What follows belongs to an exercise in optimizing a design on an open flow for small area and a short achievable clock period; a production flow would make more cautious choices.
In this exercise RTL edits were held to simulation tests only and were not proved equivalent to the original.
No activity file was given, so power comes from the tool's default toggle rates.

File: flow/flow/run.sh
#!/bin/bash
bash standard.sh ADDER_MAP_FILE= SETUP_SLACK_MARGIN=8.9 \
  "CTS_ARGS=-sink_clustering_enable -repair_clock_nets -sink_clustering_size 16 -sink_clustering_max_diameter 60 -dont_use_dummy_load -buf_list sky130_fd_sc_hd__clkbuf_8 -root_buf sky130_fd_sc_hd__clkbuf_16" \
  "BUFFER_PORTS_ARGS=-buffer_cell sky130_fd_sc_hd__buf_2" finish > standard.log 2>&1
File: flow/standard.sh
#!/bin/bash
# synth_recipe.tcl (not shown) runs the flow's synth.tcl, then flattens the netlist and writes it again
# the make line also repeats each setting of config.mk as NAME=value (left out here)
make -C /OpenROAD-flow-scripts/flow DESIGN_CONFIG=/design/flow/config.mk WORK_HOME=/design/flow/orfs CLKGATE_MAP_FILE= SYNTH_SCRIPT=/design/flow/synth_recipe.tcl "${@:-finish}"
File: flow/config.mk
export PLATFORM = sky130hd
export DESIGN_NAME = fp_add
export DESIGN_NICKNAME = fp_add
export VERILOG_FILES = /design/flow/design.v
export SDC_FILE = /design/flow/constraint.sdc
export NUM_CORES = 8
export LEC_CHECK = 0
export ABC_AREA = 1
export CAP_MARGIN = 20
export CORE_MARGIN = 2
export CORE_UTILIZATION = 60
export SLEW_MARGIN = 20
File: flow/constraint.sdc
create_clock -name core_clock -period 12.5 [get_ports {clk}]
set_input_delay 2.5000 -clock core_clock [delete_from_list [all_inputs] [get_ports {clk}]]
set_output_delay 2.5000 -clock core_clock [all_outputs]
set_load 0.01 [all_outputs]
File: flow/design.v
module fp_add #(
    parameter pDATA_WIDTH = 64,
    parameter pEXP_WIDTH  = 11,
    parameter pFRAC_WIDTH = 52
) (
    input  [(pDATA_WIDTH-1):0] in_A,
    input  [(pDATA_WIDTH-1):0] in_B,
    input                      clk,
    input                      rst_n,
    input                      in_valid,
    output [(pDATA_WIDTH-1):0] result,
    output                     out_valid
);
    wire [10:0] ea_s0 = in_A[62:52];
    wire [10:0] eb_s0 = in_B[62:52];
    wire [6:0] dab_s0;
    wire [6:0] dba_s0;
    wire [5:0] dh_s0;
    fpa_add #(.N(7)) u_dab_0 (.a({1'b0, ea_s0[5:0]}), .b({1'b1, ~eb_s0[5:0]}), .ci(1'b1), .s(dab_s0));
    fpa_add #(.N(7)) u_dba_0 (.a({1'b0, eb_s0[5:0]}), .b({1'b1, ~ea_s0[5:0]}), .ci(1'b1), .s(dba_s0));
    fpa_add #(.N(6)) u_dh_0 (.a({1'b0, ea_s0[10:6]}), .b({1'b1, ~eb_s0[10:6]}), .ci(1'b1), .s(dh_s0));
    wire elt_s0 = dh_s0[5] | (~|dh_s0 & dab_s0[6]);
    reg v_al;
    always @(posedge clk or negedge rst_n)
        if (!rst_n) v_al <= 1'b0;
        else v_al <= in_valid;
    reg [63:0] A_al;
    always @(posedge clk) A_al <= in_A;
    reg [63:0] B_al;
    always @(posedge clk) B_al <= in_B;
    reg [6:0] dab_al;
    always @(posedge clk) dab_al <= dab_s0;
    reg [6:0] dba_al;
    always @(posedge clk) dba_al <= dba_s0;
    reg [5:0] dh_al;
    always @(posedge clk) dh_al <= dh_s0;
    reg elt_al;
    always @(posedge clk) elt_al <= elt_s0;
    wire xa_s1 = &A_al[62:52];
    wire xb_s1 = &B_al[62:52];
    wire mza_s1 = ~|A_al[51:0];
    wire mzb_s1 = ~|B_al[51:0];
    wire nan_s1 = (xa_s1 & ~mza_s1) | (xb_s1 & ~mzb_s1) | (xa_s1 & xb_s1 & (A_al[63] ^ B_al[63]));
    wire spec_s1 = xa_s1 | xb_s1;
    wire isg_s1 = xa_s1 ? A_al[63] : B_al[63];
    wire dh0_s1 = ~|dh_al;
    wire dh1_s1 = (dh_al == 6'd1);
    wire dhm_s1 = (dh_al == 6'h3F);
    wire sat_s1 = (~dh_al[5] & ~dh0_s1 & ~dh1_s1) | (dh1_s1 & ~dab_al[6]) | (dh_al[5] & ~dhm_s1) | (dhm_s1 & ~dba_al[6]);
    wire [5:0] sh_s1 = elt_al ? dba_al[5:0] : dab_al[5:0];
    wire eeq_s1 = dh0_s1 & ~|dab_al[5:0];
    wire ha_s1 = |A_al[62:52];
    wire hb_s1 = |B_al[62:52];
    wire [52:0] bm_s1 = elt_al ? {hb_s1, B_al[51:0]} : {ha_s1, A_al[51:0]};
    wire [52:0] sm_s1 = elt_al ? {ha_s1, A_al[51:0]} : {hb_s1, B_al[51:0]};
    wire [10:0] be_s1 = elt_al ? B_al[62:52] : A_al[62:52];
    wire mlt_s1;
    fpa_lt #(.N(52)) u_mlt_1 (.a(A_al[51:0]), .b(B_al[51:0]), .lt(mlt_s1));
    wire swap_s1 = elt_al | (eeq_s1 & mlt_s1);
    wire swm_s1 = eeq_s1 & mlt_s1;
    wire sgn_s1 = nan_s1 ? 1'b0 : (spec_s1 ? isg_s1 : (swap_s1 ? B_al[63] : A_al[63]));
    wire sub_s1 = A_al[63] ^ B_al[63];
    wire [55:0] r0_s1 = {sm_s1, 3'b000};
    wire [55:0] r1_s1 = sh_s1[0] ? {1'd0, r0_s1[55:1]} : r0_s1;
    wire t1_s1 = sh_s1[0] & r0_s1[0];
    wire [55:0] r2_s1 = sh_s1[1] ? {2'd0, r1_s1[55:2]} : r1_s1;
    wire t2_s1 = sh_s1[1] & |r1_s1[1:0];
    wire [55:0] r3_s1 = sh_s1[2] ? {4'd0, r2_s1[55:4]} : r2_s1;
    wire t3_s1 = sh_s1[2] & |r2_s1[3:0];
    wire s3_s1 = sh_s1[3] | sat_s1;
    wire s4_s1 = sh_s1[4] | sat_s1;
    wire s5_s1 = sh_s1[5] | sat_s1;
    wire [55:0] r4_s1 = s3_s1 ? {8'd0, r3_s1[55:8]} : r3_s1;
    wire t4_s1 = s3_s1 & |r3_s1[7:0];
    wire [55:0] r5_s1 = s4_s1 ? {16'd0, r4_s1[55:16]} : r4_s1;
    wire t5_s1 = s4_s1 & |r4_s1[15:0];
    wire [55:0] r6_s1 = s5_s1 ? {32'd0, r5_s1[55:32]} : r5_s1;
    wire t6_s1 = s5_s1 & |r5_s1[31:0];
    wire [55:0] al_s1 = {r6_s1[55:1], r6_s1[0] | t1_s1 | t2_s1 | t3_s1 | t4_s1 | t5_s1 | t6_s1};
    wire [10:0] be1_s1;
    fpa_inc #(.N(11)) u_be1_1 (.a(be_s1), .ci(1'b1), .s(be1_s1), .co());
    reg v_add;
    always @(posedge clk or negedge rst_n)
        if (!rst_n) v_add <= 1'b0;
        else v_add <= v_al;
    reg [55:0] al_add;
    always @(posedge clk) al_add <= al_s1;
    reg [10:0] be1_add;
    always @(posedge clk) be1_add <= be1_s1;
    reg [52:0] bm_add;
    always @(posedge clk) bm_add <= bm_s1;
    reg nan_add;
    always @(posedge clk) nan_add <= nan_s1;
    reg sgn_add;
    always @(posedge clk) sgn_add <= sgn_s1;
    reg spec_add;
    always @(posedge clk) spec_add <= spec_s1;
    reg sub_add;
    always @(posedge clk) sub_add <= sub_s1;
    reg swm_add;
    always @(posedge clk) swm_add <= swm_s1;
    wire ib_s2 = sub_add & swm_add;
    wire ia_s2 = sub_add & ~swm_add;
    wire [56:0] sum0_s2;
    fpa_add #(.N(57)) u_add_2 (.a({1'b0, bm_add, 3'b000} ^ {57{ib_s2}}), .b({1'b0, al_add} ^ {57{ia_s2}}), .ci(sub_add), .s(sum0_s2));
    wire [56:0] sum_s2 = spec_add ? {1'b1, 51'd0, nan_add, 4'd0} : sum0_s2;
    wire [10:0] bex_s2 = spec_add ? 11'h7FF : be1_add;
    reg v_n1;
    always @(posedge clk or negedge rst_n)
        if (!rst_n) v_n1 <= 1'b0;
        else v_n1 <= v_add;
    reg [10:0] bex_n1;
    always @(posedge clk) bex_n1 <= bex_s2;
    reg sgn_n1;
    always @(posedge clk) sgn_n1 <= sgn_add;
    reg [56:0] sum_n1;
    always @(posedge clk) sum_n1 <= sum_s2;
    wire z5_s3 = ~|sum_n1[56:25];
    wire [56:0] n1_s3 = z5_s3 ? {sum_n1[24:0], 32'd0} : sum_n1;
    wire z4_s3 = ~|n1_s3[56:41];
    wire [56:0] n2_s3 = z4_s3 ? {n1_s3[40:0], 16'd0} : n1_s3;
    wire [10:0] eh_s3;
    fpa_add #(.N(11)) u_eh_3 (.a(bex_n1), .b({5'b11111, ~z5_s3, ~z4_s3, 4'b1111}), .ci(1'b1), .s(eh_s3));
    wire z3_s4 = ~|n2_s3[56:49];
    wire [56:0] n3_s4 = z3_s4 ? {n2_s3[48:0], 8'd0} : n2_s3;
    wire z2_s5 = ~|n3_s4[56:53];
    wire [56:0] n4_s5 = z2_s5 ? {n3_s4[52:0], 4'd0} : n3_s4;
    reg v_n4;
    always @(posedge clk or negedge rst_n)
        if (!rst_n) v_n4 <= 1'b0;
        else v_n4 <= v_n1;
    reg [10:0] eh_n4;
    always @(posedge clk) eh_n4 <= eh_s3;
    reg [56:0] n4_n4;
    always @(posedge clk) n4_n4 <= n4_s5;
    reg sgn_n4;
    always @(posedge clk) sgn_n4 <= sgn_n1;
    reg z2_n4;
    always @(posedge clk) z2_n4 <= z2_s5;
    reg z3_n4;
    always @(posedge clk) z3_n4 <= z3_s4;
    wire z1_s6 = ~|n4_n4[56:55];
    wire [56:0] n5_s6 = z1_s6 ? {n4_n4[54:0], 2'd0} : n4_n4;
    wire z0_s6 = ~n5_s6[56];
    wire [56:0] n6_s6 = z0_s6 ? {n5_s6[55:0], 1'd0} : n5_s6;
    wire zero_s6 = ~n6_s6[56];
    wire [10:0] e1_s6;
    fpa_add #(.N(11)) u_e1_6 (.a(eh_n4), .b({7'b1111111, ~z3_n4, ~z2_n4, ~z1_s6, ~z0_s6}), .ci(1'b1), .s(e1_s6));
    wire rup_s6 = n6_s6[3] & (n6_s6[4] | |n6_s6[2:0]);
    wire [51:0] fm_s6 = n6_s6[55:4];
    wire [10:0] fe_s6 = zero_s6 ? 11'd0 : e1_s6;
    wire fs_s6 = sgn_n4 & ~zero_s6;
    wire fr_s6 = rup_s6;
    wire [62:0] mr_s7;
    fpa_inc #(.N(63)) u_inc_7 (.a({fe_s6, fm_s6}), .ci(fr_s6), .s(mr_s7), .co());
    wire [63:0] res_s7 = {fs_s6, mr_s7};
    reg v_o;
    always @(posedge clk or negedge rst_n)
        if (!rst_n) v_o <= 1'b0;
        else v_o <= v_n4;
    reg [63:0] res_o;
    always @(posedge clk) res_o <= res_s7;
    assign result = res_o;
    assign out_valid = v_o;
endmodule
module fpa_add #(parameter N = 8) (
    input  [N-1:0] a,
    input  [N-1:0] b,
    input          ci,
    output [N-1:0] s
);
    localparam M = N + 1;
    localparam L = (M <= 2) ? 1 : (M <= 4) ? 2 : (M <= 8) ? 3 : (M <= 16) ? 4 : (M <= 32) ? 5 : (M <= 64) ? 6 : 7;
    wire [M-1:0] g0 = {a & b, ci};
    wire [M-1:0] p0 = {a ^ b, 1'b0};
    wire [(L+1)*M-1:0] G, P;
    assign G[M-1:0] = g0;
    assign P[M-1:0] = p0;
    genvar l, i;
    generate
        for (l = 0; l < L; l = l + 1) begin : lv
            for (i = 0; i < M; i = i + 1) begin : bt
                if ((i >> l) & 1) begin : c
                    assign G[(l+1)*M+i] = G[l*M+i] | (P[l*M+i] & G[l*M+((i>>l)<<l)-1]);
                    assign P[(l+1)*M+i] = P[l*M+i] & P[l*M+((i>>l)<<l)-1];
                end else begin : w
                    assign G[(l+1)*M+i] = G[l*M+i];
                    assign P[(l+1)*M+i] = P[l*M+i];
                end
            end
        end
    endgenerate
    assign s = p0[M-1:1] ^ G[L*M +: N];
endmodule
module fpa_inc #(parameter N = 8) (
    input  [N-1:0] a,
    input          ci,
    output [N-1:0] s,
    output         co
);
    localparam M = N + 1;
    localparam L = (M <= 2) ? 1 : (M <= 4) ? 2 : (M <= 8) ? 3 : (M <= 16) ? 4 : (M <= 32) ? 5 : (M <= 64) ? 6 : 7;
    wire [(L+1)*M-1:0] P;
    assign P[M-1:0] = {a, ci};
    genvar l, i;
    generate
        for (l = 0; l < L; l = l + 1) begin : lv
            for (i = 0; i < M; i = i + 1) begin : bt
                if ((i >> l) & 1) begin : c
                    assign P[(l+1)*M+i] = P[l*M+i] & P[l*M+((i>>l)<<l)-1];
                end else begin : w
                    assign P[(l+1)*M+i] = P[l*M+i];
                end
            end
        end
    endgenerate
    assign s = a ^ P[L*M +: N];
    assign co = P[L*M+N];
endmodule
module fpa_lt #(parameter N = 8) (
    input  [N-1:0] a,
    input  [N-1:0] b,
    output         lt
);
    localparam L = (N <= 2) ? 1 : (N <= 4) ? 2 : (N <= 8) ? 3 : (N <= 16) ? 4 : (N <= 32) ? 5 : (N <= 64) ? 6 : 7;
    localparam W = 1 << L;
    wire [W-1:0] g0 = {{(W-N){1'b0}}, ~a & b};
    wire [W-1:0] e0 = {{(W-N){1'b1}}, ~(a ^ b)};
    wire [2*W-1:0] G, E;
    assign G[W +: W] = g0;
    assign E[W +: W] = e0;
    genvar i;
    generate
        for (i = 1; i < W; i = i + 1) begin : nd
            assign G[i] = G[2*i+1] | (E[2*i+1] & G[2*i]);
            assign E[i] = E[2*i+1] & E[2*i];
        end
    endgenerate
    assign lt = G[1];
endmodule
==> results of run 1 <==
[metal layers]
layer | vias up | track usage (%) | wire length [um]
met4 | 0 | 9.77 | 2220
li1 | 13100 | - | -
met1 | 11300 | 46.0 | 35000
met3 | 149 | 4.71 | 5720
met5 | - | 0 | 0
met2 | 899 | 47.5 | 31400
[registers in the layout (all words and copies together), names as in the netlist, 53 cells and up]
name,cells
bm_add,53
A_al,64
res_o,64
n4_n4,57
sum_n1,57
al_add,56
B_al,64
[cell usage in the layout, fill, tap and decap left out, drive strengths merged]
cell	count
o21ai	428
nor2	361
a31oi	12
xnor2	53
nand2b	1
xor2	149
clkinv	2
dfrtp	5
nand4	57
o221ai	3
o22ai	8
buf	221
o211ai	8
nand3	287
clkbuf	43
o21bai	4
and2	2
a21boi	4
a221oi	2
nand3b	2
a41o	1
nand2	1286
or2	77
a21o	1
mux2i	24
o31ai	1
nor3	40
o21a	25
dfxtp	477
and3	3
nor4	32
a21oi	112
inv	433
nor3b	4
a32o	1
a22o	1
[power by group through the flow]
stage                     clock network, W  registers, W  logic (W)
after floorplan                          0       0.00209    0.00154
after global placement                   0       0.00213    0.00208
after detailed placement                 0       0.00212    0.00208
after CTS                         0.000834       0.00209    0.00211
after global routing              0.000886       0.00212    0.00244
final                             0.000811       0.00210    0.00215
[worst max path at each step]
stage                     from         to  depth (start not counted)
floorplan             in_B[53]     elt_al                         10
global placement    sum_n1[41]  n4_n4[43]                         22
detailed placement  sum_n1[56]   n4_n4[3]                         22
CTS                        v_o  out_valid                          1
global route        sum_n1[31]   n4_n4[1]                         23
finish                     v_o  out_valid                          1
[final cells by class]
cell class	count	area share (%)
multi-input cells	2989	51.5
flip-flops and latches	482	33.5
inverters	435	5.73
repair buffers	223	4.50
well taps	592	2.56
clock buffers	41	2.15
[timing repair]
action	4_1_cts	5_1_grt
endpoints found under the hold margin	0	0
hold buffers	0	0
setup buffers	2	5
pin swaps	1	7
gates resized for setup	15	41
endpoints found under the setup margin	138	119
cloned	1	6
[cells in the mapped netlist (all sizes together) (25+ instances only)]
cell type | number | area [um2]
a21oi | 112 | 576
xnor2 | 53 | 509
o21a | 25 | 188
or2 | 77 | 482
dfxtp | 477 | 9550
clkbuf | 82 | 313
xor2 | 149 | 1360
buf | 89 | 639
nor2 | 360 | 1480
nand4 | 57 | 363
inv | 433 | 1630
nand3 | 286 | 1460
nand2 | 1281 | 4860
nor3 | 40 | 241
nor4 | 32 | 221
o21ai | 428 | 2210
[cell families after synthesis]
group | Yosys count | share of synthesized area [%]
buf+inv | 606 | 9.62
compound gates | 611 | 12.3
xor+xnor | 202 | 6.96
simple gates | 2145 | 34.2
flops | 482 | 36.0
mux | 24 | 0.894
[through the flow]
step | hold WS, ps | area [um2] | setup WS [ps] | total power (W) | util (%)
CTS | 300 | 28700 | 8920 | 0.00503 | 64.8
floorplan | 310 | 26900 | 8840 | 0.00363 | -
global route | 305 | 28900 | 8900 | 0.00544 | 65.3
finish | 305 | 28900 | 8950 | 0.00505 | 65.3
detailed placement | 314 | 27900 | 8240 | 0.00420 | 63.2
global placement | 310 | 27900 | 8340 | 0.00420 | 63.2
==> summary.md, run 1 <==
| Metric | Value |
|---|---|
| Synthesized cell area | `between 0.02 and 0.03 mm2` |
| R2r setup slk | `slightly above 9000 ps` |
| Max Root-Sink Buffers | `3` |
| Drt total wl | `between 70000 and 80000 um` |
| Hold crit path type | `reg2reg` |
| Vias in the first global route | `~23000` |
| I/O pin total | `196` |
| Final number of setup-violating endpoints | `0` |
| HP Start | `sgn_add` |
| Slowest CP cell | `dfrtp_1` |
| Logic pwr share | `42.5%` |
| Power per cell area | `175 mW/mm2` |
| Critical path arrival | `around 1100 ps` |
| Slew Viols, Final | `0` |
| Pre-Repair DR Iteration Count | `6` |
| Sw Ratio | `a little over two fifths` |
| Worst-path cell chain | `buf_2` |
| RSZ-0062 raised after global routing | `false` |
| Area delta synth->final | `7.46%` |
| Ys async rst share | `under 10%` |
| Gr ovfl total | `0` |
| Reg2Reg Depth | `14` |
| Worst reg2reg endpoint | `al_add[3]` |
| Final min period | `~3500 ps` |
| Die Footprint | `0.0465 mm2` |
| Fin cells | `4762` |
| Slew @ Worst Pin | `1110 ps` |
| Layout cells sized above 1 | `11.3%` |
| Design internal power | `just under 0.003 W` |
| First-pass GRT wire length | `118000 um` |
| Status | `timing/DRC/antenna clean` |
| Required time of the critical path | `approximately 10000 ps` |
| Multi-input logic area | `around 0.015 mm2` |
| DIE WIDTH | `216 um` |
| Yosys reg bits | `between 400 and 500` |
| Total GRT Usage | `a little under a third` |
| I/O Buffers | `195` |
| Via count | `roughly 25000` |
| Cell variety after synth | `66` |
| Drc violations | `0` |
| Kind of start point of the critical path | `register` |
| Critical path's largest stage delay | `around 360 ps` |
| Number of synthesized flops with an enable pin | `0` |
| Sequential element share of the synthesized area | `roughly 36%` |
| Post-synthesis area per instance | `between 6 and 7 um2` |
| Setup TNS | `0 ps` |
| Hold path depth | `0` |
| Register area | `0.00969 mm2` |
| Leak Pwr | `between 10 and 15 nW` |
| Hpwl dp | `between 50000 and 60000 um` |
| Syn nets | `about 4200` |
| Drt wl/cell | `approximately 16 um` |
| Reg power frac | `around two fifths` |
| Worst skew pair latency | `between 500 and 600 ps` |
| DR iter-0 viols | `between 2000 and 3000` |
| Antenna-violating nets left | `0` |
| H-Tree Depth | `2` |
| Peak Freq | `about 280 MHz` |
| TritonCTS clock tree | `yes` |
| DP Cell Count | `4707` |
| Yosys Warn Count | `1` |
| Crit path capture type | `primary output` |
| Crit path kind | `reg2out` |
| WHS Endpoint | `sgn_n1` |
| Fillers | `4223` |
| Core Box Area | `between 0.04 and 0.05 mm2` |
| Max-slew headroom | `around a quarter` |
| Worst path buffer plus inverter count | `1` |
| Nets | `roughly 4300` |
| Root Driver | `clkbuf_16` |
| Initial Util | `between 60% and 70%` |
| Final Hold Fails | `0` |
| Gpl congestion | `between 1 and 1.5` |
| Dominant synthesized flop cell | `dfxtp_1` |
| Initial antenna violation count | `2` |
| Drt via density | `roughly 5.3` |
| Num CTS Buffers | `about 40` |
| Die Height | `roughly 220 um` |
| Peak VDD IR | `about 0.00013 V` |
| Setup Skew | `61.1 ps` |
| Power share of the clock group | `16.0%` |
| Synth Instances | `4070` |
| FP Rows | `just under 80` |
| Family with the most delay on the worst path | `flip-flops` |
| MaxCap Viol Count | `0` |
| Worst-path maximum fanout | `1` |
| Ant diodes | `0` |
| R2r startpoint | `elt_al` |
| Largest net degree at the start of global routing | `97` |
| Clk sinks | `just under 500` |
| Clk slew on worst S/H paths | `90 ps` |
| Post-route clock period utilization | `about 28%` |
| Switch Pwr | `0.00212 W` |
==> run 2, diff against run 1 <==
--- a/flow/config.mk
+++ b/flow/config.mk
@@ -9,4 +9,5 @@
 export CAP_MARGIN = 20
 export CORE_MARGIN = 2
 export CORE_UTILIZATION = 60
+export PLACE_DENSITY = 0.75
 export SLEW_MARGIN = 20
==> run 2 against run 1 <==
  * Highest routed layer is now met5
  * First-iteration DRC count fell by 3.6%
  * Area after synthesis did not move
  * Synthesized cell count unchanged
  * Sequential share of layout area grew 0.14 points
  * Power is 1.0% lower
  * Clock skew down 11 ps
  * Final area fell by 0.45%
  * Via count decreased by 1.1%
  * Sequential cell count is the same
  * Routed wire length down 2.7%
  * Setup slack worse by 13 ps
  * Global-route usage down 0.92 points
==> summary.md, run 2 <==
| Metric | Value |
|---|---|
| Synth top area share | `35.5% (unchanged)` |
| Total GRT Usage | `30.5% (was 31.4%)` |
| Slew @ Worst Pin | `1170 ps (was 1110 ps)` |
| Crit path capture type | `primary output (unchanged)` |
| Hpwl dp | `56100 um (was 57600 um)` |
| Max-slew headroom | `21.1% (was 25.5%)` |
| Final min period | `3560 ps (was 3550 ps)` |
| Sw Ratio | `41.6% (was 41.8%)` |
| Peak VDD IR | `0.000114 V (was 0.000125 V)` |
| Cell variety after synth | `66 (unchanged)` |
| Hold crit path type | `reg2reg (unchanged)` |
| Largest net degree at the start of global routing | `121 (was 97)` |
| Clk slew on worst S/H paths | `100 ps (was 90 ps)` |
| Initial Util | `60.8% (unchanged)` |
| DIE WIDTH | `216 um (unchanged)` |
| Reg power frac | `41.8% (was 41.5%)` |
| Ys async rst share | `1.04% (unchanged)` |
| Area delta synth->final | `6.98% (was 7.46%)` |
| Power share of the clock group | `15.8% (was 16.0%)` |
| Post-synthesis area per instance | `6.60 um2 (unchanged)` |
| Crit path kind | `reg2out (unchanged)` |
| Max Root-Sink Buffers | `3 (unchanged)` |
| Worst skew pair latency | `560 ps (about the same)` |
| Number of synthesized flops with an enable pin | `0 (unchanged)` |
| Setup Skew | `50.5 ps (was 61.1 ps)` |
| H-Tree Depth | `2 (unchanged)` |
| Compound-cell area share of the yosys netlist | `12.3% (unchanged)` |
| Core Box Area | `0.0442 mm2 (unchanged)` |
| Kind of start point of the critical path | `register (unchanged)` |
| Synth Area in XOR/XNOR | `6.96% (unchanged)` |
| Setup TNS | `0 ps (unchanged)` |
| Overall power | `0.00500 W (was 0.00505 W)` |
| Drc violations | `0 (unchanged)` |
| Leak Pwr | `14.4 nW (about the same)` |
| Hold_buf cts | `0 (unchanged)` |
| Ant diodes | `0 (unchanged)` |
| Post-route clock period utilization | `28.5% (was 28.4%)` |
| Most frequent cell after synthesis | `nand2_1 (unchanged)` |
| Post-Synth Simple-Gate Area | `34.2% (unchanged)` |
| Largest family of logic cells by synthesized area | `simple AND/OR/NAND/NOR gates (unchanged)` |
| I/O Buffers | `195 (unchanged)` |
| DP Cell Count | `4707 (unchanged)` |
| Synth top cells by count | `nand2_1 (1265), dfxtp_1 (477), inv_1 (414) (unchanged)` |
| Biggest regs | `A_al: 64 flops, B_al: 64 flops, res_o: 64 flops (unchanged)` |
| Antenna-violating nets left | `0 (unchanged)` |
| Slowest CP cell | `dfrtp_1 (unchanged)` |
| Design internal power | `0.00292 W (was 0.00294 W)` |
| Worst-path maximum fanout | `1 (unchanged)` |
| Die Footprint | `0.0465 mm2 (unchanged)` |
| Required time of the critical path | `10000 ps (about the same)` |
| Final number of setup-violating endpoints | `0 (unchanged)` |
| Pre-Repair DR Iteration Count | `8 (was 6)` |
| Commonest non-fill, non-tap cells in the layout | `nand2_1 (1263), dfxtp_1 (474), inv_1 (409) (was nand2_1 (1263), dfxtp_1 (474), inv_1 (410))` |
| Drt wl/cell | `15.2 um (was 15.6 um)` |
| Status | `timing/DRC/antenna clean (unchanged)` |
| Critical path arrival | `1060 ps (was 1050 ps)` |
| Critical path's largest stage delay | `370 ps (was 360 ps)` |
| Dominant cell type by area after synthesis | `dfxtp_1 (unchanged)` |
| I/O pin total | `196 (unchanged)` |
| FP Rows | `77 (unchanged)` |
| Yosys Warn Count | `1 (unchanged)` |
| Worst-path cell chain | `buf_2 (unchanged)` |
| Commonest non-fill, non-tap cell in the layout | `nand2_1 (unchanged)` |
| Layout cells sized above 1 | `11.1% (was 11.3%)` |
| Fin cells | `4756 (was 4762)` |
| Family with the most delay on the worst path | `flip-flops (unchanged)` |
| Root Driver | `clkbuf_16 (unchanged)` |
| Synthesized cell area | `0.0269 mm2 (unchanged)` |
| First-pass GRT wire length | `115000 um (was 118000 um)` |
| Clk sinks | `482 (unchanged)` |
| Gr ovfl total | `0 (unchanged)` |
| Final Cell Area | `0.0288 mm2 (was 0.0289 mm2)` |
| Drt total wl | `72400 um (was 74400 um)` |
| Final Hold Fails | `0 (unchanged)` |
| Vias in the first global route | `22600 (about the same)` |
| Peak Freq | `281 MHz (was 282 MHz)` |
| Yosys reg bits | `482 (unchanged)` |
| Gpl congestion | `1.02 (about the same)` |
| Synth Area in Adders | `0% (unchanged)` |
| Via count | `25200 (was 25500)` |
| Initial antenna violation count | `1 (was 2)` |
| Die Height | `216 um (unchanged)` |
| Drt via density | `5.29 (was 5.34)` |
| Switch Pwr | `0.00208 W (was 0.00212 W)` |
| Synth Instances | `4070 (unchanged)` |
| DR iter-0 viols | `2543 (was 2637)` |
| Syn nets | `4201 (unchanged)` |
| Placement Cell Area | `0.0279 mm2 (unchanged)` |
| RSZ-0062 raised after global routing | `true (was false)` |
| MaxCap Viol Count | `0 (unchanged)` |
| WHS | `329 ps (was 305 ps)` |
| Ranking of synthesized cells by area | `dfxtp_1 (36%), nand2_1 (18%), o21ai_0 (6.8%) (unchanged)` |
| Logic pwr share | `42.4% (was 42.5%)` |
| Sequential element share of the synthesized area | `36.0% (unchanged)` |
| Nets | `4297 (was 4303)` |
| Dominant synthesized flop cell | `dfxtp_1 (unchanged)` |
| Worst path buffer plus inverter count | `1 (unchanged)` |
| Slew Viols, Final | `0 (unchanged)` |
| Mux contribution to synthesized area | `0.894% (unchanged)` |
| Power per cell area | `174 mW/mm2 (was 175 mW/mm2)` |
| TritonCTS clock tree | `yes (unchanged)` |
| Num CTS Buffers | `39 (was 41)` |
run 2: cell counts after synthesis:
Identical to the previous run, type by type.
run 2: through the flow:
step           worst slack, ps  utilization (%)
2_1_floorplan             8840                -
3_3_place_gp              8470             63.2
3_5_place_dp              8430             63.2
4_1_cts                   8910             64.7
5_1_grt                   8870             65.0
6_report                  8940             65.0
run 2: path summary, 6_finish.rpt:
check	start	endpoint	slack, ps	depth (start not counted)
max	v_o	out_valid	8940	1
min	bex_n1[0]	eh_n4[0]	330	0
max reg2reg	elt_al	al_add[0]	9110	19
min reg2reg	bex_n1[0]	eh_n4[0]	330	0
max in group asynchronous	rst_n	v_al	10650	1
min in group asynchronous	rst_n	v_o	1730	1
run 2: cell type report:
cell class,instances,area (um2)
inverter,435,1660
sequential,482,9680
clock buffer,39,593
multi-input combinational,2987,14800
tap,592,741
timing repair buffer,221,1240
fill,4215,15500
run 2: routing by layer:
metal	global-route usage, %	wire [um]
met5	0	8
met4	9.72	2100
met3	5.60	5520
met2	47.0	31200
met1	43.2	33500
run 2: timing repair:
item / CTS / global route
resized for setup: 14 / 25
hold endpoints to repair: 0 / 0
buffers inserted: 0 / 5
setup endpoints to repair: 142 / 130
pin swaps: 0 / 6
gates cloned: 0 / 5
run 2: power by group through the flow:
| stage | registers (W) | clock network (W) | logic, W |
|---|---|---|---|
| 2_1_floorplan | 0.00209 | 0 | 0.00154 |
| 3_3_place_gp | 0.00212 | 0 | 0.00206 |
| 3_5_place_dp | 0.00212 | 0 | 0.00206 |
| 4_1_cts | 0.00209 | 0.000810 | 0.00208 |
| 5_1_grt | 0.00212 | 0.000867 | 0.00241 |
| 6_report | 0.00209 | 0.000789 | 0.00212 |
run 2: cells by family after synthesis:
| kind of cell | Yosys count |
|---|---|
| mux | 24 |
| compound gates | 611 |
| flops | 482 |
| buf+inv | 606 |
| xor+xnor | 202 |
| simple gates | 2145 |
==> run 3, diff against run 2 <==
--- a/flow/config.mk
+++ b/flow/config.mk
@@ -9,5 +9,6 @@
 export CAP_MARGIN = 20
 export CORE_MARGIN = 2
 export CORE_UTILIZATION = 60
-export PLACE_DENSITY = 0.75
+export GPL_ROUTABILITY_DRIVEN = 0
+export PLACE_DENSITY = 0.7
 export SLEW_MARGIN = 20
==> run 3 against run 2 <==
  * Fmax is 0.14% higher
  * Area after synthesis stayed put
  * Non-clock buffer count is 4 higher
  * Final cell count is 0.23% higher
  * Global-route usage is 0.73 points higher
  * Setup slack better by 5.1 ps
  * Critical path depth stayed put
  * Clock skew is 22 ps higher
  * Core utilization is 0.41 points higher
  * Sequential share of layout area is 0.21 points lower
  * Synthesized cell count stayed put
==> summary.md, run 3 <==
| Metric | Value |
|---|---|
| Status | `timing/DRC/antenna clean (unchanged)` |
| Num CTS Buffers | `42 (was 39)` |
| Reg2Reg Depth | `17 (was 19)` |
| Power share of the clock group | `16.1% (was 15.8%)` |
| Drc violations | `0 (unchanged)` |
| Fillers | `4208 (was 4215)` |
| H-Tree Depth | `2 (unchanged)` |
| Setup Skew | `72.8 ps (was 50.5 ps)` |
| Clk slew on worst S/H paths | `100 ps (about the same)` |
| Ant diodes | `0 (unchanged)` |
| Pre-Repair DR Iteration Count | `7 (was 8)` |
| Reg power frac | `41.5% (was 41.8%)` |
| Slew @ Worst Pin | `1080 ps (was 1170 ps)` |
| Max Root-Sink Buffers | `3 (unchanged)` |
| Die Footprint | `0.0465 mm2 (unchanged)` |
| FP Rows | `77 (unchanged)` |
| Post-route clock period utilization | `28.4% (was 28.5%)` |
| Hpwl dp | `56900 um (was 56100 um)` |
| Final number of setup-violating endpoints | `0 (unchanged)` |
| Number of synthesized flops with an enable pin | `0 (unchanged)` |
| Design internal power | `0.00295 W (was 0.00292 W)` |
| Hold crit path type | `reg2reg (unchanged)` |
| Drt wl/cell | `15.6 um (was 15.2 um)` |
| Antenna-violating nets left | `0 (unchanged)` |
| Synth Instances | `4070 (unchanged)` |
| DIE WIDTH | `216 um (unchanged)` |
| Gr ovfl total | `0 (unchanged)` |
| Biggest regs | `A_al: 64 flops, B_al: 64 flops, res_o: 64 flops (unchanged)` |
| RSZ-0062 raised after global routing | `true (unchanged)` |
| Slew Viols, Final | `0 (unchanged)` |
| Yosys Warn Count | `1 (unchanged)` |
| Synth top area share | `35.5% (unchanged)` |
| Crit path kind | `reg2out (unchanged)` |
| Sequential element share of the synthesized area | `36.0% (unchanged)` |
| Core Box Area | `0.0442 mm2 (unchanged)` |
| DR WL met3 | `6680 um (was 5520 um)` |
| Post-synthesis area per instance | `6.60 um2 (unchanged)` |
| Post-Synth Simple-Gate Area | `34.2% (unchanged)` |
| Nets | `4308 (was 4297)` |
| Final Hold Fails | `0 (unchanged)` |
| Hold_buf cts | `0 (unchanged)` |
| Syn nets | `4201 (unchanged)` |
| Overall power | `0.00507 W (was 0.00500 W)` |
| Initial antenna violation count | `2 (was 1)` |
| Most frequent cell after synthesis | `nand2_1 (unchanged)` |
| Compound-cell area share of the yosys netlist | `12.3% (unchanged)` |
| I/O Buffers | `195 (unchanged)` |
| TritonCTS clock tree | `yes (unchanged)` |
| Yosys reg bits | `482 (unchanged)` |
| Sw Ratio | `41.9% (was 41.6%)` |
| Clk sinks | `482 (unchanged)` |
| Via count | `25500 (was 25200)` |
| Ranking of synthesized cells by area | `dfxtp_1 (36%), nand2_1 (18%), o21ai_0 (6.8%) (unchanged)` |
| Leak Pwr | `14.4 nW (about the same)` |
| Critical path's largest stage delay | `370 ps (about the same)` |
| Dominant synthesized flop cell | `dfxtp_1 (unchanged)` |
| Synth top cells by count | `nand2_1 (1265), dfxtp_1 (477), inv_1 (414) (unchanged)` |
| Largest net degree at the start of global routing | `119 (was 121)` |
| Commonest non-fill, non-tap cell in the layout | `nand2_1 (unchanged)` |
| DR iter-0 viols | `2752 (was 2543)` |
| Vias in the first global route | `22900 (was 22600)` |
| DR top layer | `met4 (was met5)` |
| Synthesized cell area | `0.0269 mm2 (unchanged)` |
| Synth Area in XOR/XNOR | `6.96% (unchanged)` |
| Final min period | `3550 ps (was 3560 ps)` |
| Setup TNS | `0 ps (unchanged)` |
| Root Driver | `clkbuf_16 (unchanged)` |
| Drt total wl | `74500 um (was 72400 um)` |
| Commonest non-fill, non-tap cells in the layout | `nand2_1 (1263), dfxtp_1 (474), inv_1 (409) (unchanged)` |
| Mux contribution to synthesized area | `0.894% (unchanged)` |
| Area delta synth->final | `7.66% (was 6.98%)` |
| Switch Pwr | `0.00212 W (was 0.00208 W)` |
| Total GRT Usage | `31.2% (was 30.5%)` |
| Worst skew pair latency | `570 ps (was 560 ps)` |
| R2r setup slk | `9110 ps (about the same)` |
| Kind of start point of the critical path | `register (unchanged)` |
| Max-slew headroom | `27.8% (was 21.1%)` |
| Power per cell area | `175 mW/mm2 (was 174 mW/mm2)` |
| Worst path buffer plus inverter count | `1 (unchanged)` |
| Ys async rst share | `1.04% (unchanged)` |
| I/O pin total | `196 (unchanged)` |
| Synth Area in Adders | `0% (unchanged)` |
| WHS | `277 ps (was 329 ps)` |
| Met2 wire length | `31400 um (was 31200 um)` |
| Peak Freq | `281 MHz (about the same)` |
| First-pass GRT wire length | `118000 um (was 115000 um)` |
| Slowest CP cell | `dfrtp_1 (unchanged)` |
| Worst-path maximum fanout | `1 (unchanged)` |
| Peak VDD IR | `0.000120 V (was 0.000114 V)` |
| Largest family of logic cells by synthesized area | `simple AND/OR/NAND/NOR gates (unchanged)` |
| DRT met1 WL | `34200 um (was 33500 um)` |
| Critical Path Stages | `1 (unchanged)` |
| Worst-path cell chain | `buf_2 (unchanged)` |
| Crit path capture type | `primary output (unchanged)` |
| Cell variety after synth | `66 (unchanged)` |
| Hold path depth | `0 (unchanged)` |
| MaxCap Viol Count | `0 (unchanged)` |
| Critical path arrival | `1050 ps (was 1060 ps)` |
| Drt via density | `5.35 (was 5.29)` |
| Initial Util | `60.8% (unchanged)` |
| Dominant cell type by area after synthesis | `dfxtp_1 (unchanged)` |
| Required time of the critical path | `10000 ps (about the same)` |
| Family with the most delay on the worst path | `flip-flops (unchanged)` |
| Logic pwr share | `42.4% (about the same)` |
| Layout cells sized above 1 | `11.4% (was 11.1%)` |
| Fin util | `65.4% (was 65.0%)` |
| Die Height | `216 um (unchanged)` |
run 3: cells by family after synthesis:
group / Yosys count
compound gates: 611
buf+inv: 606
xor+xnor: 202
simple gates: 2145
flops: 482
mux: 24
run 3: per-layer routing:
| layer | up-vias | track usage [%] |
|---|---|---|
| met4 | 0 | 8.71 |
| met5 | - | 0 |
| met3 | 170 | 6.47 |
| met2 | 991 | 47.7 |
| li1 | 13100 | - |
| met1 | 11200 | 44.6 |
run 3: what timing repair did:
item	CTS	global route
buffers inserted	0	9
setup endpoints to repair	127	102
gates resized for setup	15	37
pin swaps	2	6
cloned	3	7
run 3: power by group through the flow:
stage          sequential, W  combinational [W]  clock (W)
2_1_floorplan        0.00209            0.00154          0
3_3_place_gp         0.00213            0.00207          0
3_5_place_dp         0.00212            0.00208          0
4_1_cts              0.00209            0.00210   0.000839
5_1_grt              0.00213            0.00243   0.000899
6_report             0.00210            0.00215   0.000817
run 3: metrics by stage:
stage	area (um2)	setup slack, ps	cells
after floorplan	26900	8840	4070
after global placement	27900	8400	4706
after detailed placement	27900	8250	4706
after CTS	28700	8910	4751
after global routing	28900	8880	4767
final	28900	8950	4767
run 3: worst paths after layout:
| kind | from | to |
|---|---|---|
| worst max-delay path | v_o | out_valid |
| worst min-delay path | sgn_add | sgn_n1 |
| worst max register to register | sum_n1[28] | n4_n4[55] |
| worst min register to register | sgn_add | sgn_n1 |
| max in group asynchronous | rst_n | v_add |
| min in group asynchronous | rst_n | v_o |
run 3: area by class of cell:
cell class	count	area [um2]	share of cell area (%)
Timing Repair inverter	2	10.0	0.0346
Sequential cell	482	9680	33.5
Timing Repair Buffer	225	1340	4.62
Tap cell	592	741	2.56
Clock buffer	42	634	2.19
Inverter	435	1660	5.73
Multi-Input combinational cell	2989	14900	51.4
==> run 4, diff against run 3 <==
==> flow/flow/run.sh (replaced) <==
#!/bin/bash
bash standard.sh ADDER_MAP_FILE= SETUP_SLACK_MARGIN=8.9 \
  "CTS_ARGS=-sink_clustering_enable -repair_clock_nets -sink_clustering_size 16 -sink_clustering_max_diameter 60 -dont_use_dummy_load " \
  "BUFFER_PORTS_ARGS=-buffer_cell sky130_fd_sc_hd__buf_2" finish > standard.log 2>&1
--- a/flow/config.mk
+++ b/flow/config.mk
@@ -9,6 +9,4 @@
 export CAP_MARGIN = 20
 export CORE_MARGIN = 2
 export CORE_UTILIZATION = 60
-export GPL_ROUTABILITY_DRIVEN = 0
-export PLACE_DENSITY = 0.7
 export SLEW_MARGIN = 20
==> run 4 against run 3 <==
  * First-iteration DRC count is 1.2% higher
  * Highest routed layer is now met5
  * Critical endpoint unchanged
  * Fmax fell by 0.17%
  * Largest power group unchanged
  * Worst hold slack better by 32 ps
  * Largest cell class unchanged
  * Global-route usage grew 0.44 points
  * Clock-buffer cell count fell by 1
  * Setup slack got worse by 6.1 ps
  * Final area is 1.2% higher
  * Core utilization grew 0.78 points
==> summary.md, run 4 <==
| Metric | Value |
|---|---|
| Status | `timing/DRC/antenna clean (unchanged)` |
| RSZ-0062 raised after global routing | `true (unchanged)` |
| Commonest non-fill, non-tap cells in the layout | `nand2_1 (1263), dfxtp_1 (474), inv_1 (410) (was nand2_1 (1263), dfxtp_1 (474), inv_1 (409))` |
| Drc violations | `0 (unchanged)` |
| Overall power | `0.00534 W (was 0.00507 W)` |
| DRT met1 WL | `34800 um (was 34200 um)` |
| Number of synthesized flops with an enable pin | `0 (unchanged)` |
| FP Rows | `77 (unchanged)` |
| DR iter-0 viols | `2785 (was 2752)` |
| Hold_buf cts | `0 (unchanged)` |
| Largest net degree at the start of global routing | `97 (was 119)` |
| R2r setup slk | `9130 ps (was 9110 ps)` |
| Root Driver | `clkbuf_16 (unchanged)` |
| Worst reg2reg endpoint | `al_add[3] (was n4_n4[55])` |
| Total GRT Usage | `31.7% (was 31.2%)` |
| Reg2Reg Depth | `14 (was 17)` |
| WHS | `309 ps (was 277 ps)` |
| Kind of start point of the critical path | `register (unchanged)` |
| Critical path arrival | `1060 ps (was 1050 ps)` |
| Family with the most delay on the worst path | `flip-flops (unchanged)` |
| Nets | `4303 (was 4308)` |
| Sequential element share of the synthesized area | `36.0% (unchanged)` |
| Synthesized cell area | `0.0269 mm2 (unchanged)` |
| Hold crit path type | `reg2reg (unchanged)` |
| Ys async rst share | `1.04% (unchanged)` |
| Post-synthesis area per instance | `6.60 um2 (unchanged)` |
| Vias in the first global route | `22800 (was 22900)` |
| Synth top area share | `35.5% (unchanged)` |
| Clk sinks | `482 (unchanged)` |
| DR WL met3 | `6030 um (was 6680 um)` |
| Initial Util | `60.8% (unchanged)` |
| DIE WIDTH | `216 um (unchanged)` |
| Layout cells sized above 1 | `11.3% (was 11.4%)` |
| Slew Viols, Final | `0 (unchanged)` |
| Synth Instances | `4070 (unchanged)` |
| Hold path depth | `0 (unchanged)` |
| MaxCap Viol Count | `0 (unchanged)` |
| Hpwl dp | `57600 um (was 56900 um)` |
| Final Hold Fails | `0 (unchanged)` |
| Gpl congestion | `roughly 1.0` |
| Crit path kind | `reg2out (unchanged)` |
| WHS Endpoint | `sgn_n1 (unchanged)` |
| Most frequent cell after synthesis | `nand2_1 (unchanged)` |
| Gr ovfl total | `0 (unchanged)` |
| Commonest non-fill, non-tap cell in the layout | `nand2_1 (unchanged)` |
| Max-slew headroom | `24.0% (was 27.8%)` |
| Setup Skew | `54.0 ps (was 72.8 ps)` |
| Ant diodes | `0 (unchanged)` |
| Critical path's largest stage delay | `350 ps (was 370 ps)` |
| Drt wl/cell | `15.8 um (was 15.6 um)` |
| Num CTS Buffers | `41 (was 42)` |
| Peak Freq | `281 MHz (about the same)` |
| Ranking of synthesized cells by area | `dfxtp_1 (36%), nand2_1 (18%), o21ai_0 (6.8%) (unchanged)` |
| R2r startpoint | `elt_al (was sum_n1[28])` |
| Leak Pwr | `14.6 nW (was 14.4 nW)` |
| CP startpoint | `v_o (unchanged)` |
| Met2 wire length | `32100 um (was 31400 um)` |
| Yosys Warn Count | `1 (unchanged)` |
| Crit path capture type | `primary output (unchanged)` |
| Die Footprint | `0.0465 mm2 (unchanged)` |
| Worst-path maximum fanout | `1 (unchanged)` |
| Via count | `25500 (about the same)` |
| Dominant cell type by area after synthesis | `dfxtp_1 (unchanged)` |
| First-pass GRT wire length | `119000 um (was 118000 um)` |
| Worst path buffer plus inverter count | `1 (unchanged)` |
| Max Root-Sink Buffers | `3 (unchanged)` |
| Dominant synthesized flop cell | `dfxtp_1 (unchanged)` |
| Required time of the critical path | `10000 ps (about the same)` |
| I/O pin total | `196 (unchanged)` |
| DR top layer | `met5 (was met4)` |
| Final min period | `3560 ps (was 3550 ps)` |
| HP Start | `sgn_add (unchanged)` |
| Peak VDD IR | `0.000131 V (was 0.000120 V)` |
| Setup TNS | `0 ps (unchanged)` |
| Final number of setup-violating endpoints | `0 (unchanged)` |
| Drt total wl | `75100 um (was 74500 um)` |
| Post-route clock period utilization | `28.5% (was 28.4%)` |
| I/O Buffers | `195 (unchanged)` |
| Worst skew pair latency | `580 ps (was 570 ps)` |
| Area delta synth->final | `8.93% (was 7.66%)` |
| Clk slew on worst S/H paths | `70 ps (was 100 ps)` |
| Syn nets | `4201 (unchanged)` |
| Yosys reg bits | `482 (unchanged)` |
| Core Box Area | `0.0442 mm2 (unchanged)` |
| Worst-path cell chain | `buf_2 (unchanged)` |
| TritonCTS clock tree | `yes (unchanged)` |
| Slew @ Worst Pin | `1130 ps (was 1080 ps)` |
| Power per cell area | `182 mW/mm2 (was 175 mW/mm2)` |
| Biggest regs | `A_al: 64 flops, B_al: 64 flops, res_o: 64 flops (unchanged)` |
| Slowest CP cell | `dfrtp_1 (unchanged)` |
| Drt via density | `5.36 (was 5.35)` |
| H-Tree Depth | `2 (unchanged)` |
| Initial antenna violation count | `2 (unchanged)` |
| Pre-Repair DR Iteration Count | `6 (was 7)` |
| Antenna-violating nets left | `0 (unchanged)` |
| Die Height | `216 um (unchanged)` |
| Synth top cells by count | `nand2_1 (1265), dfxtp_1 (477), inv_1 (414) (unchanged)` |
| Cell variety after synth | `66 (unchanged)` |
==> run 4: how the worst max path moves through the flow <==
stage / end / slack (ps) / cells past startpoint
global route: n4_n4[1] / 8890 / 23
global placement: n4_n4[43] / 8340 / 22
finish: out_valid / 8940 / 1
CTS: out_valid / 8910 / 1
detailed placement: n4_n4[3] / 8240 / 22
floorplan: elt_al / 8840 / 10
==> run 4: power by group <==
part	internal, W	switching, W	leakage, nW
clock	0.000577	0.000516	0.505
sequential	0.00188	0.000216	4.06
combinational	0.000728	0.00142	10.0
total	0.00319	0.00215	14.6
==> run 4: cells by family after synthesis <==
kind of cell	share of synthesized area, %
compound gates	12.3
flops	36.0
mux	0.894
buf+inv	9.62
xor+xnor	6.96
simple gates	34.2
==> run 4: per-stage QoR <==
stage / cells / util [%] / instance area (um2) / setup WS (ps)
after floorplan: 4070 / - / 26900 / 8840
after global placement: 4707 / 63.2 / 27900 / 8340
after detailed placement: 4707 / 63.2 / 27900 / 8240
after CTS: 4751 / 65.7 / 29100 / 8910
after global routing: 4762 / 66.2 / 29300 / 8890
final: 4762 / 66.2 / 29300 / 8940
==> run 4: area by class of cell <==
| class | instances | area, um2 |
|---|---|---|
| well taps | 592 | 741 |
| clock buffers | 41 | 1030 |
| flip-flops and latches | 482 | 9680 |
| repair buffers | 223 | 1300 |
| inverters | 435 | 1660 |
| fillers | 4156 | 14900 |
| multi-input cells | 2989 | 14900 |
==> run 4: per-layer routing <==
metal / global-route usage [%] / vias up
met4: 9.45 / 2
met5: 0 / -
met1: 45.9 / 11300
met3: 4.89 / 151
li1: - / 13100
met2: 48.5 / 945
==> run 4: timing repair <==
| item | in CTS | in global routing |
|---|---|---|
| buffers inserted | 2 | 5 |
| pin swaps | 1 | 7 |
| gates resized for setup | 15 | 39 |
| cloned | 1 | 6 |
| setup endpoints to repair | 137 | 119 |
==> run 5, diff against run 4 <==
==> flow/flow/run.sh (replaced) <==
#!/bin/bash
bash standard.sh ADDER_MAP_FILE= SETUP_SLACK_MARGIN=8.9 \
  "CTS_ARGS=-sink_clustering_enable -repair_clock_nets -sink_clustering_size 12 -sink_clustering_max_diameter 50 -dont_use_dummy_load -buf_list sky130_fd_sc_hd__clkbuf_8 -root_buf sky130_fd_sc_hd__clkbuf_16" \
  "BUFFER_PORTS_ARGS=-buffer_cell sky130_fd_sc_hd__buf_2" finish > standard.log 2>&1
==> run 5 against run 4 <==
  * Clock skew is 9.5 ps higher
  * Final cell count is 0.23% higher
  * Sequential share of layout area is 0.29 points higher
  * First-iteration DRC count is 4.3% lower
  * Critical path depth stayed put
  * Clock-buffer cell count is 12 higher
  * Setup slack better by 13 ps
  * Register-to-register slack better by 30 ps
  * Area after synthesis stayed put
  * Clock power is 15% lower
  * Core utilization is 0.57 points lower
  * Critical path type unchanged
  * Largest cell class unchanged
==> summary.md, run 5 <==
| Metric | Value |
|---|---|
| Yosys Warn Count | `1 (unchanged)` |
| Drc violations | `0 (unchanged)` |
| Placement Cell Area | `0.0279 mm2 (unchanged)` |
| Critical path's largest stage delay | `360 ps (was 350 ps)` |
| Syn nets | `4201 (unchanged)` |
| Number of synthesized flops with an enable pin | `0 (unchanged)` |
| Switch Pwr | `0.00214 W (was 0.00215 W)` |
| Peak VDD IR | `0.000107 V (was 0.000131 V)` |
| Post-route clock period utilization | `28.4% (was 28.5%)` |
| Vias in the first global route | `22700 (was 22800)` |
| Total GRT Usage | `31.6% (was 31.7%)` |
| Slew @ Worst Pin | `1340 ps (was 1130 ps)` |
| Root Driver | `clkbuf_16 (unchanged)` |
| Max-slew headroom | `10.1% (was 24.0%)` |
| Gpl congestion | `1.02 (unchanged)` |
| Reg2Reg Depth | `17 (was 14)` |
| Synth Instances | `4070 (unchanged)` |
| H-Tree Depth | `2 (unchanged)` |
| Max Root-Sink Buffers | `3 (unchanged)` |
| Setup Skew | `63.5 ps (was 54.0 ps)` |
| Ys async rst share | `1.04% (unchanged)` |
| MaxCap Viol Count | `0 (unchanged)` |
| Synthesized cell area | `0.0269 mm2 (unchanged)` |
| Hold path depth | `0 (unchanged)` |
| HP Start | `sgn_add (unchanged)` |
| DR iter-0 viols | `2664 (was 2785)` |
| Hpwl dp | `57600 um (unchanged)` |
| Antenna-violating nets left | `0 (unchanged)` |
| Cell variety after synth | `66 (unchanged)` |
| Critical path arrival | `1050 ps (was 1060 ps)` |
| Required time of the critical path | `10000 ps (about the same)` |
| Commonest non-fill, non-tap cells in the layout | `nand2_1 (1263), dfxtp_1 (474), inv_1 (410) (unchanged)` |
| Kind of start point of the critical path | `register (unchanged)` |
| I/O pin total | `196 (unchanged)` |
| Crit path kind | `reg2out (unchanged)` |
| Final Cell Area | `0.0290 mm2 (was 0.0293 mm2)` |
| Drt wl/cell | `15.7 um (was 15.8 um)` |
| Worst-path cell chain | `buf_2 (unchanged)` |
| Reg power frac | `40.6% (was 39.3%)` |
| Clk slew on worst S/H paths | `80 ps (was 70 ps)` |
| Setup TNS | `0 ps (unchanged)` |
| Area delta synth->final | `7.99% (was 8.93%)` |
| Synth top cells by count | `nand2_1 (1265), dfxtp_1 (477), inv_1 (414) (unchanged)` |
| WHS Endpoint | `sgn_n1 (unchanged)` |
| Family with the most delay on the worst path | `flip-flops (unchanged)` |
| Most frequent cell after synthesis | `nand2_1 (unchanged)` |
| Power per cell area | `178 mW/mm2 (was 182 mW/mm2)` |
| Status | `timing/DRC/antenna clean (unchanged)` |
| Worst-path maximum fanout | `1 (unchanged)` |
| Peak Freq | `282 MHz (was 281 MHz)` |
| Final min period | `3550 ps (was 3560 ps)` |
| Dominant cell type by area after synthesis | `dfxtp_1 (unchanged)` |
| Core Box Area | `0.0442 mm2 (unchanged)` |
| Synth top area share | `35.5% (unchanged)` |
| Sequential element share of the synthesized area | `36.0% (unchanged)` |
| TritonCTS clock tree | `yes (unchanged)` |
| Ranking of synthesized cells by area | `dfxtp_1 (36%), nand2_1 (18%), o21ai_0 (6.8%) (unchanged)` |
| Power share of the clock group | `17.9% (was 20.5%)` |
| Drt total wl | `75000 um (was 75100 um)` |
| Slew Viols, Final | `0 (unchanged)` |
| Dominant synthesized flop cell | `dfxtp_1 (unchanged)` |
| I/O Buffers | `195 (unchanged)` |
| Clk sinks | `482 (unchanged)` |
| Initial antenna violation count | `2 (unchanged)` |
| Die Footprint | `0.0465 mm2 (unchanged)` |
| Yosys reg bits | `482 (unchanged)` |
| First-pass GRT wire length | `119000 um (about the same)` |
| RSZ-0062 raised after global routing | `false (was true)` |
| Nets | `4314 (was 4303)` |
| Initial Util | `60.8% (unchanged)` |
| Biggest regs | `A_al: 64 flops, B_al: 64 flops, res_o: 64 flops (unchanged)` |
| Via count | `25600 (was 25500)` |
| Drt via density | `5.37 (was 5.36)` |
| R2r startpoint | `swm_add (was elt_al)` |
| DIE WIDTH | `216 um (unchanged)` |
| FP Rows | `77 (unchanged)` |
| Fin util | `65.6% (was 66.2%)` |
| Design internal power | `0.00302 W (was 0.00319 W)` |
| Die Height | `216 um (unchanged)` |
| Layout cells sized above 1 | `11.5% (was 11.3%)` |
| Sw Ratio | `41.5% (was 40.3%)` |
| Ant diodes | `0 (unchanged)` |
| Gr ovfl total | `0 (unchanged)` |
| Commonest non-fill, non-tap cell in the layout | `nand2_1 (unchanged)` |
| Worst path buffer plus inverter count | `1 (unchanged)` |
| Final number of setup-violating endpoints | `0 (unchanged)` |
| Post-synthesis area per instance | `6.60 um2 (unchanged)` |
| Largest net degree at the start of global routing | `97 (unchanged)` |
| Slowest CP cell | `dfrtp_1 (unchanged)` |
| Worst reg2reg endpoint | `sum_n1[35] (was al_add[3])` |
| Logic pwr share | `41.6% (was 40.3%)` |
| Leak Pwr | `14.5 nW (was 14.6 nW)` |
| Worst skew pair latency | `570 ps (was 580 ps)` |
| Hold crit path type | `reg2reg (unchanged)` |
| R2r setup slk | `9160 ps (was 9130 ps)` |
| Crit path capture type | `primary output (unchanged)` |
| Final Hold Fails | `0 (unchanged)` |
| Pre-Repair DR Iteration Count | `6 (unchanged)` |
| Num CTS Buffers | `53 (was 41)` |
run 5: cell types whose count changed in the layout (fill, tap and decap cells not counted), sizes merged:
cell,change
clkbuf,+14
buf,-3
run 5: layer usage:
metal  global-route usage (%)  wire length [um]  up-vias
met1                     45.9             35100    11400
met2                     47.8             31500      965
met5                        0                13        -
li1                         -                 -    13100
met4                     9.61              2180        2
met3                     5.36              6210      146
run 5: how the worst max path moves through the flow:
stage	startpoint	end	cells past startpoint
2_1_floorplan	in_B[53]	elt_al	10
5_1_grt	sum_n1[31]	n4_n4[1]	23
6_report	v_o	out_valid	1
4_1_cts	n4_n4[55]	res_o[54]	16
3_5_place_dp	sum_n1[56]	n4_n4[3]	22
3_3_place_gp	sum_n1[41]	n4_n4[43]	22
run 5: timing repair:
item / CTS / global route
hold buffers: 0 / 0
endpoints found under the setup margin: 132 / 117
gates resized for setup: 14 / 38
cloned: 1 / 6
pin swaps: 1 / 7
setup buffers: 2 / 4
run 5: cells by family (layout without fill, tap and decap cells):
group           after synthesis  in the layout  share of synthesized area (%)
mux                          24             24                          0.894
buf+inv                     606            710                           9.62
compound gates              611            611                           12.3
xor+xnor                    202            202                           6.96
flops                       482            482                           36.0
simple gates               2145           2152                           34.2
run 5: through the flow:
stage / hold slack (ps) / std cells / total power (W) / setup WS (ps)
final: 319 / 4773 / 0.00517 / 8950
after global routing: 323 / 4773 / 0.00556 / 8890
after CTS: 314 / 4763 / 0.00514 / 8910
after detailed placement: 314 / 4707 / 0.00420 / 8240
after global placement: 310 / 4707 / 0.00420 / 8340
after floorplan: 310 / 4070 / 0.00363 / 8840
run 5: area by class of cell:
| type | instances | area (um2) |
|---|---|---|
| fill | 4206 | 15200 |
| multi-input combinational | 2989 | 14900 |
| sequential | 482 | 9680 |
| inverter | 435 | 1660 |
| timing repair buffer | 222 | 1280 |
| clock buffer | 53 | 786 |
| tap | 592 | 741 |
run 5: power by group through the flow:
stage          Combinational, W  Sequential, W  Clock (W)
2_1_floorplan           0.00154        0.00209          0
3_3_place_gp            0.00208        0.00213          0
3_5_place_dp            0.00208        0.00212          0
4_1_cts                 0.00210        0.00209   0.000943
5_1_grt                 0.00243        0.00212    0.00100
6_report                0.00215        0.00210   0.000922
==> run 6, diff against run 5 <==
==> flow/flow/run.sh (replaced) <==
#!/bin/bash
bash standard.sh ADDER_MAP_FILE= SETUP_SLACK_MARGIN=8.9 \
  "CTS_ARGS=-sink_clustering_enable -repair_clock_nets -sink_clustering_size 20 -sink_clustering_max_diameter 70 -dont_use_dummy_load -buf_list sky130_fd_sc_hd__clkbuf_8 -root_buf sky130_fd_sc_hd__clkbuf_16" \
  "BUFFER_PORTS_ARGS=-buffer_cell sky130_fd_sc_hd__buf_2" finish > standard.log 2>&1
==> run 6 against run 5 <==
  * Sequential power barely moved
  * Clock-buffer cell count decreased by 17
  * Register-to-register slack got worse by 50 ps
  * Sequential share of layout area grew 0.26 points
  * Critical path type unchanged
  * Largest power group unchanged
==> summary.md, run 6 <==
| Metric | Value |
|---|---|
| Status | `timing/DRC/antenna clean (unchanged)` |
| R2r startpoint | `elt_al (was swm_add)` |
| Worst-path maximum fanout | `1 (unchanged)` |
| CP startpoint | `v_o (unchanged)` |
| FP Rows | `77 (unchanged)` |
| Drt via density | `5.33 (was 5.37)` |
| Critical path's largest stage delay | `370 ps (was 360 ps)` |
| Max-slew headroom | `25.4% (was 10.1%)` |
| Die Height | `216 um (unchanged)` |
| Area delta synth->final | `7.20% (was 7.99%)` |
| Ranking of synthesized cells by area | `dfxtp_1 (36%), nand2_1 (18%), o21ai_0 (6.8%) (unchanged)` |
| Drt total wl | `74400 um (was 75000 um)` |
| Dominant synthesized flop cell | `dfxtp_1 (unchanged)` |
| Final min period | `3560 ps (was 3550 ps)` |
| Gr busiest metal | `met2 (unchanged)` |
| Core Box Area | `0.0442 mm2 (unchanged)` |
| WHS | `290 ps (was 319 ps)` |
| Clk sinks | `482 (unchanged)` |
| Root Driver | `clkbuf_16 (unchanged)` |
| Leak Pwr | `14.4 nW (was 14.5 nW)` |
| MaxCap Viol Count | `0 (unchanged)` |
| I/O Buffers | `195 (unchanged)` |
| Family with the most delay on the worst path | `flip-flops (unchanged)` |
| Synth Instances | `4070 (unchanged)` |
| Most frequent cell after synthesis | `nand2_1 (unchanged)` |
| Power per cell area | `174 mW/mm2 (was 178 mW/mm2)` |
| Worst-path cell chain | `buf_2 (unchanged)` |
| Register area | `0.00969 mm2 (was 0.00968 mm2)` |
| H-Tree Depth | `2 (unchanged)` |
| Gr ovfl total | `0 (unchanged)` |
| Number of synthesized flops with an enable pin | `0 (unchanged)` |
| Gpl congestion | `1.02 (unchanged)` |
| Hold_buf cts | `0 (unchanged)` |
| Commonest non-fill, non-tap cells in the layout | `nand2_1 (1263), dfxtp_1 (473), inv_1 (410) (was nand2_1 (1263), dfxtp_1 (474), inv_1 (410))` |
| TritonCTS clock tree | `yes (unchanged)` |
| Commonest non-fill, non-tap cell in the layout | `nand2_1 (unchanged)` |
| Fillers | `4222 (was 4206)` |
| Peak Freq | `281 MHz (was 282 MHz)` |
| Synthesized cell area | `0.0269 mm2 (unchanged)` |
| Total GRT Usage | `31.4% (was 31.6%)` |
| Clk slew on worst S/H paths | `110 ps (was 80 ps)` |
| Drc violations | `0 (unchanged)` |
| I/O pin total | `196 (unchanged)` |
| Biggest regs | `A_al: 64 flops, B_al: 64 flops, res_o: 64 flops (unchanged)` |
| Vias in the first global route | `22500 (was 22700)` |
| Layout cells sized above 1 | `11.2% (was 11.5%)` |
| DIE WIDTH | `216 um (unchanged)` |
| Initial antenna violation count | `2 (unchanged)` |
| Slew @ Worst Pin | `1110 ps (was 1340 ps)` |
| Slew Viols, Final | `0 (unchanged)` |
| Num CTS Buffers | `36 (was 53)` |
| Post-route clock period utilization | `28.5% (was 28.4%)` |
| Slowest CP cell | `dfrtp_1 (unchanged)` |
| Cell variety after synth | `66 (unchanged)` |
| Synth top area share | `35.5% (unchanged)` |
| Hold crit path type | `reg2reg (unchanged)` |
| Initial Util | `60.8% (unchanged)` |
| Final Hold Fails | `0 (unchanged)` |
| Hpwl dp | `57600 um (unchanged)` |
| Largest net degree at the start of global routing | `97 (unchanged)` |
| Met1 GRT Util | `46.1% (was 45.9%)` |
| Yosys reg bits | `482 (unchanged)` |
| Fin util | `65.2% (was 65.6%)` |
| Syn nets | `4201 (unchanged)` |
| DR iter-0 viols | `2751 (was 2664)` |
| Antenna-violating nets left | `0 (unchanged)` |
| Required time of the critical path | `10000 ps (about the same)` |
| Worst path buffer plus inverter count | `1 (unchanged)` |
| Pre-Repair DR Iteration Count | `6 (unchanged)` |
| Multi-input logic area | `0.0149 mm2 (about the same)` |
| Die Footprint | `0.0465 mm2 (unchanged)` |
| RSZ-0062 raised after global routing | `true (was false)` |
| Peak VDD IR | `0.000135 V (was 0.000107 V)` |
| Nets | `4298 (was 4314)` |
| First-pass GRT wire length | `118000 um (was 119000 um)` |
| Met3 Track Usage GR | `4.69% (was 5.36%)` |
| Via count | `25400 (was 25600)` |
| Dominant cell type by area after synthesis | `dfxtp_1 (unchanged)` |
| Crit path capture type | `primary output (unchanged)` |
| Global-route track usage on met2 | `47.4% (was 47.8%)` |
| Setup TNS | `0 ps (unchanged)` |
| Max Root-Sink Buffers | `3 (unchanged)` |
| Critical path arrival | `1060 ps (was 1050 ps)` |
| Yosys Warn Count | `1 (unchanged)` |
| Setup Skew | `90.9 ps (was 63.5 ps)` |
| Post-synthesis area per instance | `6.60 um2 (unchanged)` |
| Ys async rst share | `1.04% (unchanged)` |
| Worst skew pair latency | `560 ps (was 570 ps)` |
| Kind of start point of the critical path | `register (unchanged)` |
| Crit path kind | `reg2out (unchanged)` |
| Drt wl/cell | `15.6 um (was 15.7 um)` |
| Sequential element share of the synthesized area | `36.0% (unchanged)` |
| HP Start | `sgn_add (unchanged)` |
| Synth top cells by count | `nand2_1 (1265), dfxtp_1 (477), inv_1 (414) (unchanged)` |
| Final number of setup-violating endpoints | `0 (unchanged)` |
run 6: cell families (layout without fill, tap and decap cells):
kind of cell / after synthesis / after routing / synth area share, %
AOI/OAI and AO/OA: 611 / 611 / 12.3
xor gates and xnor gates: 202 / 202 / 6.96
buffers and inverters: 606 / 695 / 9.62
DFF: 482 / 482 / 36.0
muxes: 24 / 24 / 0.894
other: 0 / 1 / 0
and+or+nand+nor: 2145 / 2151 / 34.2
run 6: area by class of cell:
type                            instances  share of cell area (%)
Timing Repair Buffer                  224                    4.57
Tap cell                              592                    2.57
Antenna cell                            1                 0.00869
Multi-Input combinational cell       2988                    51.6
Clock buffer                           36                    1.92
Sequential cell                       482                    33.6
Inverter                              435                    5.75
run 6: stage by stage:
| stage | worst slack, ps | cell area [um2] | std cells | total power [W] |
|---|---|---|---|---|
| after global routing | 8900 | 28800 | 4757 | 0.00541 |
| after detailed placement | 8240 | 27900 | 4707 | 0.00420 |
| after global placement | 8340 | 27900 | 4707 | 0.00420 |
| final | 8940 | 28800 | 4758 | 0.00502 |
| after floorplan | 8840 | 26900 | 4070 | 0.00363 |
| after CTS | 8900 | 28600 | 4746 | 0.00499 |
run 6: timing repair:
| item | 4_1_cts | 5_1_grt |
|---|---|---|
| pin swaps | 1 | 8 |
| endpoints found under the setup margin | 137 | 119 |
| cloned | 1 | 5 |
| gates resized for setup | 15 | 45 |
| buffers inserted | 2 | 6 |
run 6: worst paths after layout:
| path | to | slack, ps | depth (start not counted) |
|---|---|---|---|
| max in group asynchronous | v_add | 10650 | 1 |
| max | out_valid | 8940 | 1 |
| min reg2reg | sgn_n1 | 290 | 0 |
| min in group asynchronous | v_al | 1720 | 1 |
| max reg2reg | al_add[3] | 9110 | 14 |
| min | sgn_n1 | 290 | 0 |
run 6: per-layer routing:
metal	share of wire, %	wire [um]
met5	0	0
met4	2.9	2130
met3	7.7	5720
met2	42	31400
met1	47	35200
run 6: report_power, final:
group / total (W) / switching [W] / internal (W)
clock: 0.000778 / 0.000481 / 0.000297
sequential: 0.00209 / 0.000215 / 0.00188
combinational: 0.00214 / 0.00141 / 0.000729

## afterwards: timing with drivers on the ports
Ports are ideal in the flow. The routed layouts listed here were re-timed in OpenROAD. Step 1 assumes that a clkbuf_16 drives the clock port and a buf_2 every other input. Step 2 moves the port delays by t, midway between the first and last clock arrival at a register: inputs arrive t later, outputs are due t later. That takes back most of the time a late clock gives input paths. a / b / c = no drivers / after step 1 / after step 2; a / b = the first two.
| run | shift t [ns] | setup WS [ns] | worst hold slack (ns) | worst setup path after step 2 |
|---|---|---|---|---|
| run 1 | 0.587 | 8.954 / 8.897 / 8.491 | 0.305 / 0.305 / 0.305 | input to register |
| run 2 | 0.588 | 8.940 / 8.885 / 8.487 | 0.329 / 0.329 / 0.329 | input to register |
| run 3 | 0.585 | 8.945 / 8.890 / 8.497 | 0.277 / 0.277 / 0.277 | input to register |
| run 4 | 0.607 | 8.939 / 8.883 / 8.489 | 0.309 / 0.309 / 0.309 | input to register |
| run 5 | 0.594 | 8.952 / 8.895 / 8.493 | 0.319 / 0.319 / 0.319 | input to register |
| run 6 | 0.571 | 8.940 / 8.883 / 8.523 | 0.290 / 0.290 / 0.290 | input to register |
After both steps setup and hold are still met in every run listed. The setup slack of run 1, which loses most, moves by -0.057 ns with the drivers and by -0.463 ns with both steps.
